Source: an optimization exercise on an open RTL-to-GDS flow (aim: small area, a short achievable clock period and few clock cycles). Production flows keep margins and buffers that such runs may drop. In this exercise RTL edits were held to simulation tests only and were not proved equivalent to the original.

run A:
## sdiv_op
module sdiv_op #(parameter INPUTS = 2,
		parameter OUTPUTS = 1,
		parameter DATA_IN_SIZE = 32,
		parameter DATA_OUT_SIZE = 32)
		(
		input clk,
		input rst,
		input [INPUTS * (DATA_IN_SIZE)- 1 : 0]data_in_bus,
		input [INPUTS - 1 : 0]valid_in_bus,
		output [INPUTS - 1 : 0] ready_in_bus,
		output [OUTPUTS * (DATA_OUT_SIZE) - 1 : 0]data_out_bus,
		output [OUTPUTS - 1 : 0]valid_out_bus,
		input [OUTPUTS - 1 : 0] ready_out_bus
);
==> flow/config.mk <==
export PLATFORM = sky130hd
export DESIGN_NAME = sdiv_op
export DESIGN_NICKNAME = sdiv_op
export VERILOG_FILES = /design/flow/design.v
export SDC_FILE = /design/flow/constraint.sdc
export NUM_CORES = 4
export LEC_CHECK = 0
export CAP_MARGIN = 20
export CORE_MARGIN = 2
export CORE_UTILIZATION = 45
export PLACE_DENSITY = 0.6
export SETUP_SLACK_MARGIN = 2.4
export SLEW_MARGIN = 20
export SYNTH_HIERARCHICAL = 1
export TNS_END_PERCENT = 10
==> flow/constraint.sdc <==
create_clock -name core_clock -period 5.0 [get_ports {clk}]
set_input_delay 1.0000 -clock core_clock [delete_from_list [all_inputs] [get_ports {clk}]]
set_output_delay 1.0000 -clock core_clock [all_outputs]
set_load 0.01 [all_outputs]
standard.sh (not shown) runs the stock make flow with config.mk's settings and CLKGATE_MAP_FILE= SYNTH_SCRIPT=/design/flow/synth_recipe.tcl, a recipe that flattens the netlist after the stock synthesis.
==> flow/flow/run.sh <==
#!/bin/bash
# The standard layout, with small plain buffers on the ports instead of the
# delay cells buffer_ports picks by default. Every port still gets a buffer.
set -euo pipefail
export BUFFER_PORTS_ARGS="-buffer_cell sky130_fd_sc_hd__buf_2"
bash standard.sh > standard.log 2>&1
Run A finished all stages; the layout is clean.
Testbench counts of run A, summed over its fixed seeds: cycles 16,327.
Edits applied to the flow inputs when going from run A to run B:
-- flow/config.mk --
<<< run A, line 13
export SLEW_MARGIN = 20
export SYNTH_HIERARCHICAL = 1
export TNS_END_PERCENT = 10
>>> run B, line 13
export SLEW_MARGIN = 20
export SYNTH_HIERARCHICAL = 1
==> run notes <==
Compared with run A, run B supports a higher clock frequency.
In the tables for run A and run B, number of filler cells placed in the layout reads higher with run A.
Looking at cell type of the slowest stage on the worst timing path, the or4_4 result is from run B; the or4_1 one comes from run A.
Standard cell core area: run B vs run A identical
## Diff of input files: run C against run B
-- flow/config.mk --
<<< run B, line 6
export NUM_CORES = 4
export LEC_CHECK = 0
export CAP_MARGIN = 20
export CORE_MARGIN = 2
>>> run C, line 6
export NUM_CORES = 4
export LEC_CHECK = 0
export ABC_AREA = 1
export CAP_MARGIN = 20
export CORE_MARGIN = 2
Results
Diff run B -> run C: number of fillers in the final layout went up, cell depth of the worst setup path shows an increase of 4, x dimension of the die increased 2.6%.
When run C is set beside run B, its final instance count without filler cells turns out to be about 50% larger.
| fraction of area in clock buffers and inverters | run B vs run C | ≈ equal |
Run comparison: run B termination of the worst setup path shr[4]; run C termination of the worst setup path r[18]
Relative to run B, routed length on met3 increased by 1300 microns in run C.
Lower design area among run B and run C: run B
Run C reports a lower reg-to-reg setup timing slack than run B does.
#### Input delta (run D over run C)
==> flow/run.sh (new file) <==
#!/bin/bash
# synth_recipe.tcl (not shown) runs the flow's synth.tcl, then flattens the netlist and writes it again
# the make line also repeats each setting of config.mk as NAME=value (left out here)
make -C /OpenROAD-flow-scripts/flow DESIGN_CONFIG=/design/flow/config.mk WORK_HOME=/design/flow/orfs CLKGATE_MAP_FILE= SYNTH_SCRIPT=/design/flow/synth_recipe.tcl finish
==> flow/config.mk <==
export PLATFORM = sky130hd
export DESIGN_NAME = sdiv_op
export DESIGN_NICKNAME = sdiv_op
export VERILOG_FILES = /design/flow/design.v
export SDC_FILE = /design/flow/constraint.sdc
export NUM_CORES = 4
export LEC_CHECK = 0
export CAP_MARGIN = 20
export CORE_MARGIN = 2
export CORE_UTILIZATION = 45
export PLACE_DENSITY = 0.6
export SETUP_SLACK_MARGIN = 2.7
export SLEW_MARGIN = 20
export SYNTH_HIERARCHICAL = 1
removed: flow/flow/run.sh
removed: flow/standard.sh
### Flow results
Going from run C to run D, final number of max-transition violations now sits at about the same level; effective utilization at floorplan decreased by 0.43 points relative to the old numbers.
Comparing run C and run D, the lower synthesized cell count is on run D.
On final area, run D does worse than run C.
The non-clock buffer count in run D is 1.7 times that in run C.
Here is what was changed in the inputs of run E compared with run D.
==> flow/flow/run.sh (new file) <==
#!/bin/bash
# The standard layout, with two changes to how it is made:
#  - small plain buffers on the ports instead of the delay cells buffer_ports
#    picks by default (every port still gets a buffer);
#  - the resizer may swap a cell for one with a different footprint
#    (MATCH_CELL_FOOTPRINT=0), so timing repair can upsize weak cells.
set -euo pipefail
export BUFFER_PORTS_ARGS="-buffer_cell sky130_fd_sc_hd__buf_2"
bash standard.sh MATCH_CELL_FOOTPRINT=0 finish > standard.log 2>&1
==> flow/standard.sh (new file) <==
#!/bin/bash
# synth_recipe.tcl (not shown) runs the flow's synth.tcl, then flattens the netlist and writes it again
# the make line also repeats each setting of config.mk as NAME=value (left out here)
make -C /OpenROAD-flow-scripts/flow DESIGN_CONFIG=/design/flow/config.mk WORK_HOME=/design/flow/orfs CLKGATE_MAP_FILE= SYNTH_SCRIPT=/design/flow/synth_recipe.tcl "${@:-finish}"
-- flow/config.mk --
<<< run D, line 10
export CORE_UTILIZATION = 45
export PLACE_DENSITY = 0.6
export SETUP_SLACK_MARGIN = 2.7
export SLEW_MARGIN = 20
export SYNTH_HIERARCHICAL = 1
>>> run E, line 10
export CORE_UTILIZATION = 45
export PLACE_DENSITY = 0.6
export SETUP_SLACK_MARGIN = 2.4
export SLEW_MARGIN = 20
export SYNTH_HIERARCHICAL = 1
removed: flow/run.sh
==> comparison <==
Per the comparison of run E with run D, number of vias in the routed layout fell by 590.
A capturing element of the worst setup path of r[12] is what run D shows, while shr[4] belongs to run E.
Going from run D to run E, synthesized cell count about even, register share of the cell area rose 1.9 points, layout overhead on the synthesized area fell 13 points.
Input-level comparison between run F and run E:
==> flow/flow/run.sh <==
#!/bin/bash
# The standard layout, with small plain buffers on the ports instead of the
# delay cells buffer_ports picks by default. Every port still gets a buffer.
set -euo pipefail
export BUFFER_PORTS_ARGS="-buffer_cell sky130_fd_sc_hd__buf_2"
bash standard.sh > standard.log 2>&1
-- flow/config.mk --
<<< run E, line 10
export CORE_UTILIZATION = 45
export PLACE_DENSITY = 0.6
export SETUP_SLACK_MARGIN = 2.4
export SLEW_MARGIN = 20
export SYNTH_HIERARCHICAL = 1
>>> run F, line 10
export CORE_UTILIZATION = 45
export PLACE_DENSITY = 0.6
export SETUP_SLACK_MARGIN = 2.0
export SLEW_MARGIN = 20
export SYNTH_HIERARCHICAL = 1
Notes after the runs:
Run F: all stages complete, timing, DRC and antenna checks passed
The flow did not stop early for run E: all stages ran, and the layout cleared the timing, DRC and antenna checks.
Run F ended up with r[6] as its capture point of the critical path; run E ended up with shr[4].
Run E and run F ended up with nearly the same measured slew at the worst slew-check pin.
Status: initial cell density of the core parity (run E, run F)
Diff run E -> run F | total routing resource utilization after global routing | decrease of 0.56 points
Looking at non-clock buffer count, run F sits 21 below run E.
Cell area was higher in run E than in run F.
Minimum setup slack in the final design: run F vs run E down 270 ps
Diff run E -> run F: global-route met3 utilization decreased 0.29 points; post-layout minimum cycle time rose by 270 ps; tightest slew margin relative to the limit saw little to no change.

-- static timing again, ports no longer ideal --
No port has a modelled driver above. Below, the same layouts with a new extraction and two added sets of constraints. Step 1 assumes that a clkbuf_16 drives the clock port and a buf_2 every other input. Step 2 adds t to the input delays and takes it off the output delays; t is the mean of the earliest and latest rising clock arrival at the registers after step 1. Input paths then give back, and output paths get back, about the clock's delay inside the block. a / b / c = ideal ports / drivers / drivers and shift; a / b = the first two.
| run | shift t [ns] | slack for setup (ns) | slew at the worst register clock pin (ns) |
|---|---|---|---|
| run A | 0.477 | 2.433 / 2.433 / 2.343 | 0.07 / 0.07 |
| run B | 0.472 | 2.497 / 2.497 / 2.309 | 0.07 / 0.07 |
| run C | 0.496 | 2.459 / 2.459 / 2.330 | 0.07 / 0.07 |
| run D | 0.481 | 2.533 / 2.533 / 2.162 | 0.07 / 0.07 |
| run E | 0.473 | 2.482 / 2.482 / 2.310 | 0.07 / 0.07 |
| run F | 0.480 | 2.208 / 2.208 / 2.208 | 0.07 / 0.07 |
After both steps every run listed still meets setup and hold. For run D, which loses most, drivers alone change the setup slack by 0.000 ns; drivers and shift together by -0.371 ns.
